Background: an optimization exercise with open tools, aiming at small area, a short achievable clock period and few clock cycles. Do not read the settings as production practice. Power is estimated from default activity; no workload was simulated.

Setup of job 101:
// full_reciprocal
module full_reciprocal(
input logic clk,
input logic rst,  
input logic start,
output logic ready,
input logic [15:0] input0,
output logic [23:0] output0  
);
Size in the first run: about 540 cells after synthesis, ~74 flip-flops, ~44 I/O pins.
==> module full_reciprocal, before the edit <==
module full_reciprocal(
input logic clk,
input logic rst,  
input logic start,
output logic ready,
input logic [15:0] input0,
output logic [23:0] output0  
);
localparam int FL = 16;           
localparam int XW = FL - 1;       
localparam int KMAX = 1 << (20 - FL);
logic          busy;   
logic          first;  
logic [15:0]   x;      
logic [XW:0]   p;      
logic [19:0]   q;      
logic [19:0]   res;    
assign output0 = {4'b0, res};
logic fast;
assign fast = |x[15:FL-1];
logic [KMAX+1:8] t;    
always_comb begin
	for (int k = 8; k <= KMAX; k++) t[k] = ({4'b0, x} <= 20'(524288 / k));
	t[KMAX+1] = 1'b0;
end
logic [19:0] fq;
always_comb begin
	fq = '0;
	for (int k = 8; k <= KMAX; k++)
		if (t[k] & ~t[k+1]) fq = fq | 20'(k);
end
logic [XW-1:0] xs;     
logic [XW-1:0] y;
logic [XW-1:0] msk;    
logic [XW-1:0] msb;    
logic [XW:0]   hi;     
logic [XW-1:0] lo;     
assign xs = x[XW-1:0];
assign y  = xs - 1'b1;
always_comb begin
	hi[XW] = 1'b0;
	for (int i = XW-1; i >= 0; i--) hi[i] = hi[i+1] | xs[i];
	lo[0] = 1'b0;
	for (int i = 1; i < XW; i++) lo[i] = lo[i-1] | xs[i-1];
	for (int i = 0; i < XW; i++) msk[i] = hi[i+1] | (xs[i] & lo[i]);
	msb = msk & ~(msk >> 1);
end
logic [XW-1:0] r1;
assign r1 = ~y & msk;
logic [XW+1:0] diff;
logic          qb;
logic [XW-1:0] r;
assign diff = {1'b0, p} - {2'b0, xs};
assign qb   = ~diff[XW+1];
assign r    = qb ? diff[XW-1:0] : p[XW-1:0];
logic fdone, sdone;
assign fdone = first & fast;
assign sdone = busy & ~first & q[19];
always_ff @(posedge clk) begin
	if (!busy)
		x <= input0;
	if (first) begin
		p <= {r1, 1'b0};
		q <= {{(18-XW){1'b0}}, msb, ~msk[0], 1'b1};
	end else begin
		p <= {r, 1'b0};
		q <= {q[18:0], qb};
	end
	if (!rst) begin
		if (sdone)
			res <= {q[18:0], qb};
		else if (fdone)
			res <= fq;
	end
	if (rst) begin
		busy  <= 1'b0;
		first <= 1'b0;
		ready <= 1'b0;
	end else begin
		busy  <= busy ? ~(fdone | sdone) : start;
		first <= ~busy & start;
		ready <= fdone | sdone;
	end
end
endmodule
export LEC_CHECK = 0
export CAP_MARGIN = 20
export CORE_MARGIN = 2
export CORE_UTILIZATION = 40
export SLEW_MARGIN = 20
create_clock -name core_clock -period 8.0 [get_ports {clk}]
standard.sh (not shown) runs the stock make flow with config.mk's settings and CLKGATE_MAP_FILE= SYNTH_SCRIPT=/design/flow/synth_recipe.tcl, a recipe that flattens the netlist after the stock synthesis.
==> flow/flow/run.sh <==
#!/bin/bash
set -euo pipefail
MARGIN=$(cat flow/margin.txt)
bash standard.sh SETUP_SLACK_MARGIN=$MARGIN finish > standard_flow.log 2>&1
==> flow/flow/margin.txt <==
5.5
Job 101 was carried through to the last stage, and its layout satisfied the timing, DRC and antenna checks.
Setup changes, job 101 to job 102
==> flow/design.v <==
`timescale 1ns / 1ps
module full_reciprocal(
input logic clk,
input logic rst,  
input logic start,
output logic ready,
input logic [15:0] input0,
output logic [23:0] output0  
);
localparam int FL = 16;           
localparam int XW = FL - 1;       
localparam int KMAX = 1 << (20 - FL);
logic          busy;   
logic          first;  
logic [15:0]   x;      
logic [XW:0]   p;      
logic [19:0]   q;      
logic [19:0]   res;    
assign output0 = {4'b0, res};
logic fast;
assign fast = |x[15:FL-1];
logic [KMAX+1:8] t;    
always_comb begin
	for (int k = 8; k <= KMAX; k++) t[k] = ({4'b0, x} <= 20'(524288 / k));
	t[KMAX+1] = 1'b0;
end
logic [19:0] fq;
always_comb begin
	fq = '0;
	for (int k = 8; k <= KMAX; k++)
		if (t[k] & ~t[k+1]) fq = fq | 20'(k);
end
logic [XW-1:0] xi;     
logic [XW-1:0] msk;    
logic [XW-1:0] msb;    
logic [XW-1:0] r1;
logic [XW-1:0] xs;     
assign xi = input0[XW-1:0];
assign xs = x[XW-1:0];
always_comb begin
	msk[XW-1] = xi[XW-1];
	for (int i = XW-2; i >= 0; i--) msk[i] = msk[i+1] | xi[i];
	msb = xi & ~(msk >> 1);
end
assign r1 = (-xi) & msk;
logic [XW+1:0] diff;
logic          qb;
logic [XW-1:0] r;
assign diff = {1'b0, p} - {2'b0, xs};
assign qb   = ~diff[XW+1];
assign r    = qb ? diff[XW-1:0] : p[XW-1:0];
logic        pow2;
logic [19:0] xrev;
always_ff @(posedge clk) pow2 <= (xs & (xs - 1'b1)) == '0;
always_comb begin
	xrev = '0;
	for (int i = 0; i < XW; i++) xrev[19-i] = xs[i];
end
logic fdone, sdone;
assign fdone = first & fast;
assign sdone = busy & q[19];
always_ff @(posedge clk) begin
	if (!busy) begin
		x <= input0;
		p <= {r1, 1'b0};
		q <= {{(18-XW){1'b0}}, msb, 2'b01};
	end else begin
		p <= {r, 1'b0};
		q <= {q[18:0], qb};
	end
	if (!rst) begin
		if (sdone)
			res <= pow2 ? xrev : {q[18:0], qb};
		else if (fdone)
			res <= fq;
	end
	if (rst) begin
		busy  <= 1'b0;
		first <= 1'b0;
		ready <= 1'b0;
	end else begin
		busy  <= busy ? ~(fdone | sdone) : start;
		first <= ~busy & start;
		ready <= fdone | sdone;
	end
end
endmodule
### Flow results
- Job 102 vs job 101: total core area down by a few percent
- Between job 101 and job 102, the switching fraction of total power is lower for job 102.
- For the via count, job 102 came in 221 lower than job 101 did.
- Starting density of the core: job 102 vs job 101 up 0.67 points
- Taking job 101 as the reference, in job 102 total overflow reported by the global router stayed essentially flat, total length of routed wires fell by 5.6%, cell count after synthesis fell by 31.
No functional check of the RTL was part of any run of this note.

## re-timing with driven ports
How much do the figures lean on ideal ports? The routed layouts below were timed once more, with nothing changed but the port constraints. Step 1, drivers: a clkbuf_16 drives clk and a buf_2 each remaining input, both assumed. Step 2 adds t to the input delays and takes it off the output delays; t is the mean of the earliest and latest rising clock arrival at the registers after step 1. Input paths then give back, and output paths get back, about the clock's delay inside the block. a / b / c = no drivers / after step 1 / after step 2; a / b = the first two.
run	shift t [ns]	setup slack, ns	worst data-port slew with drivers (ns)
job 101	0.363	5.470 / 5.470 / 5.470	0.03
job 102	0.367	4.996 / 4.984 / 4.617	0.06
After both steps setup and hold are still met in every run listed. The setup slack of job 102, which loses most, moves by -0.012 ns with the drivers and by -0.379 ns with both steps.
